Background: an optimization exercise with open tools, aiming at small area and a short achievable clock period. Do not read the settings as production practice.

Design matrix_mul_sa_pipe, start of the top module:
module matrix_mul_sa_pipe #(
    parameter DW = 8
)(
    input                    clk,
    input                    rst_n,
    input                    start,
    input  signed [DW-1:0]   x_1, x_2, x_3, y_1, y_2, y_3,
    output                   p11_v, p1221_v, p132231_v, p3223_v, p33_v,
    output signed [2*DW:0]   p_1_1, p_1_2, p_1_3, p_2_1, p_2_2, p_2_3, p_3_1, p_3_2, p_3_3
);
    reg [1:0] ph;
    reg       run;
    reg       v0, v1, v2;
    always @(posedge clk or negedge rst_n) begin
        if (!rst_n) begin
            ph  <= 2'd0;
            run <= 1'b0;
            v0  <= 1'b0;
            v1  <= 1'b0;
            v2  <= 1'b0;
        end else if (start) begin
            ph  <= ph + 2'd1;
            if (ph == 2'd3) run <= 1'b1;
            v0  <= (ph == 2'd3);
            v1  <= run && (ph == 2'd0);
            v2  <= run && (ph == 2'd1);
        end
    end
    assign p11_v     = v0;
    assign p1221_v   = v1;
    assign p132231_v = v2;
  ...
Size: about 260 flip-flops, about 210 I/O pins.
==> module matrix_mul_sa_pipe, before the edit <==
module matrix_mul_sa_pipe #(
    parameter DW = 8
)(
    input                    clk,
    input                    rst_n,
    input                    start,
    input  signed [DW-1:0]   x_1, x_2, x_3, y_1, y_2, y_3,
    output                   p11_v, p1221_v, p132231_v, p3223_v, p33_v,
    output signed [2*DW:0]   p_1_1, p_1_2, p_1_3, p_2_1, p_2_2, p_2_3, p_3_1, p_3_2, p_3_3
);
    reg [1:0] ph;
    reg       run;
    reg       v0, v1, v2;
    always @(posedge clk or negedge rst_n) begin
        if (!rst_n) begin
            ph  <= 2'd0;
            run <= 1'b0;
            v0  <= 1'b0;
            v1  <= 1'b0;
            v2  <= 1'b0;
        end else if (start) begin
            ph  <= ph + 2'd1;
            if (ph == 2'd3) run <= 1'b1;
            v0  <= (ph == 2'd3);
            v1  <= run && (ph == 2'd0);
            v2  <= run && (ph == 2'd1);
        end
    end
    assign p11_v     = v0;
    assign p1221_v   = v1;
    assign p132231_v = v2;
    assign p3223_v   = v2;
    assign p33_v     = v2;
    reg signed [DW-1:0] x1d1, x1d2, x1d3, x2d1, x2d2, x3d1;
    reg signed [DW-1:0] y1d1, y1d2, y1d3, y2d1, y2d2, y3d1;
    always @(posedge clk) begin
        x1d1 <= x_1; x1d2 <= x1d1; x1d3 <= x1d2;
        x2d1 <= x_2; x2d2 <= x2d1;
        x3d1 <= x_3;
        y1d1 <= y_1; y1d2 <= y1d1; y1d3 <= y1d2;
        y2d1 <= y_2; y2d2 <= y2d1;
        y3d1 <= y_3;
    end
    wire [1:0] ph_nx = start ? ph + 2'd1 : ph;
    reg ld1, ld2, ld3;
    always @(posedge clk) begin
        ld1 <= (ph_nx == 2'd1);
        ld2 <= (ph_nx == 2'd2);
        ld3 <= (ph_nx == 2'd3);
    end
    pe pe_11 (.clk(clk), .load(ld1), .a(x1d1), .b(y1d1), .acc(p_1_1));
    pe pe_12 (.clk(clk), .load(ld2), .a(x1d2), .b(y2d1), .acc(p_1_2));
    pe pe_13 (.clk(clk), .load(ld3), .a(x1d3), .b(y3d1), .acc(p_1_3));
    pe pe_21 (.clk(clk), .load(ld2), .a(x2d1), .b(y1d2), .acc(p_2_1));
    pe pe_22 (.clk(clk), .load(ld3), .a(x2d2), .b(y2d2), .acc(p_2_2));
    pe pe_23 (.clk(clk), .load(ld3), .a(x2d2), .b(y3d1), .acc(p_2_3));
    pe pe_31 (.clk(clk), .load(ld3), .a(x3d1), .b(y1d3), .acc(p_3_1));
    pe pe_32 (.clk(clk), .load(ld3), .a(x3d1), .b(y2d2), .acc(p_3_2));
    pe pe_33 (.clk(clk), .load(ld3), .a(x3d1), .b(y3d1), .acc(p_3_3));
endmodule
clock: 5.5 ns
lec_check: 0
cap_margin: 20
core_margin: 2
core_utilization: 40
slew_margin: 20
run.sh (not shown) runs the stock make flow with config.mk's settings and CLKGATE_MAP_FILE= SYNTH_SCRIPT=/design/flow/synth_recipe.tcl, a recipe that flattens the netlist after the stock synthesis.
The baseline finished with timing, DRC and antenna clean.
Edit:
--- a/flow/design.v
+++ b/flow/design.v
@@ -406,15 +406,11 @@
         y1d1 <= y_1; y1d2 <= y1d1; y1d3 <= y1d2;
         y2d1 <= y_2; y2d2 <= y2d1;
         y3d1 <= y_3;
     end
-    wire [1:0] ph_nx = start ? ph + 2'd1 : ph;
-    reg ld1, ld2, ld3;
-    always @(posedge clk) begin
-        ld1 <= (ph_nx == 2'd1);
-        ld2 <= (ph_nx == 2'd2);
-        ld3 <= (ph_nx == 2'd3);
-    end
+    wire ld1 = (ph == 2'd1);
+    wire ld2 = (ph == 2'd2);
+    wire ld3 = (ph == 2'd3);
     pe pe_11 (.clk(clk), .load(ld1), .a(x1d1), .b(y1d1), .acc(p_1_1));
     pe pe_12 (.clk(clk), .load(ld2), .a(x1d2), .b(y2d1), .acc(p_1_2));
     pe pe_13 (.clk(clk), .load(ld3), .a(x1d3), .b(y3d1), .acc(p_1_3));
     pe pe_21 (.clk(clk), .load(ld2), .a(x2d1), .b(y1d2), .acc(p_2_1));
Effect:
- The new run completed without violations
- utilization is about the same
- cell area hardly moves
- routed wire length is lower by 1.8%
- clock skew shrinks by 0.0030 ns
- first-iteration DRC count grows by 4.3%
- via count falls by 0.33%
- hold slack stays flat
- synthesized area drops by 0.42%
- sequential cell count came out lower by 3
- global-route usage came out lower by 0.31 points
No functional check of the RTL was part of any run of this note.

## re-timing with driven ports
The flow's constraints put no driver on any port. The routed layouts listed below were extracted and timed again, unchanged, in two steps.
Step 1 assumes that a clkbuf_16 drives the clock port and a buf_2 every other input.
Step 2, shift: input delay + t, output delay - t, t = (earliest + latest rising clock arrival at the registers) / 2. This alone moves slack from input paths to output paths.
Three values: ideal ports, drivers, drivers and shift; two values: the first two.
| run | t, ns | setup slack, ns | slew at the worst register clock pin (ns) | pins driven straight from the clock port |
|---|---|---|---|---|
| the first run | 0.623 | 0.641 / 0.641 / 0.641 | 0.06 / 0.06 | 1 |
| the second run | 0.611 | 0.272 / 0.272 / 0.272 | 0.07 / 0.07 | 1 |
After both steps setup and hold are still met in every run listed.
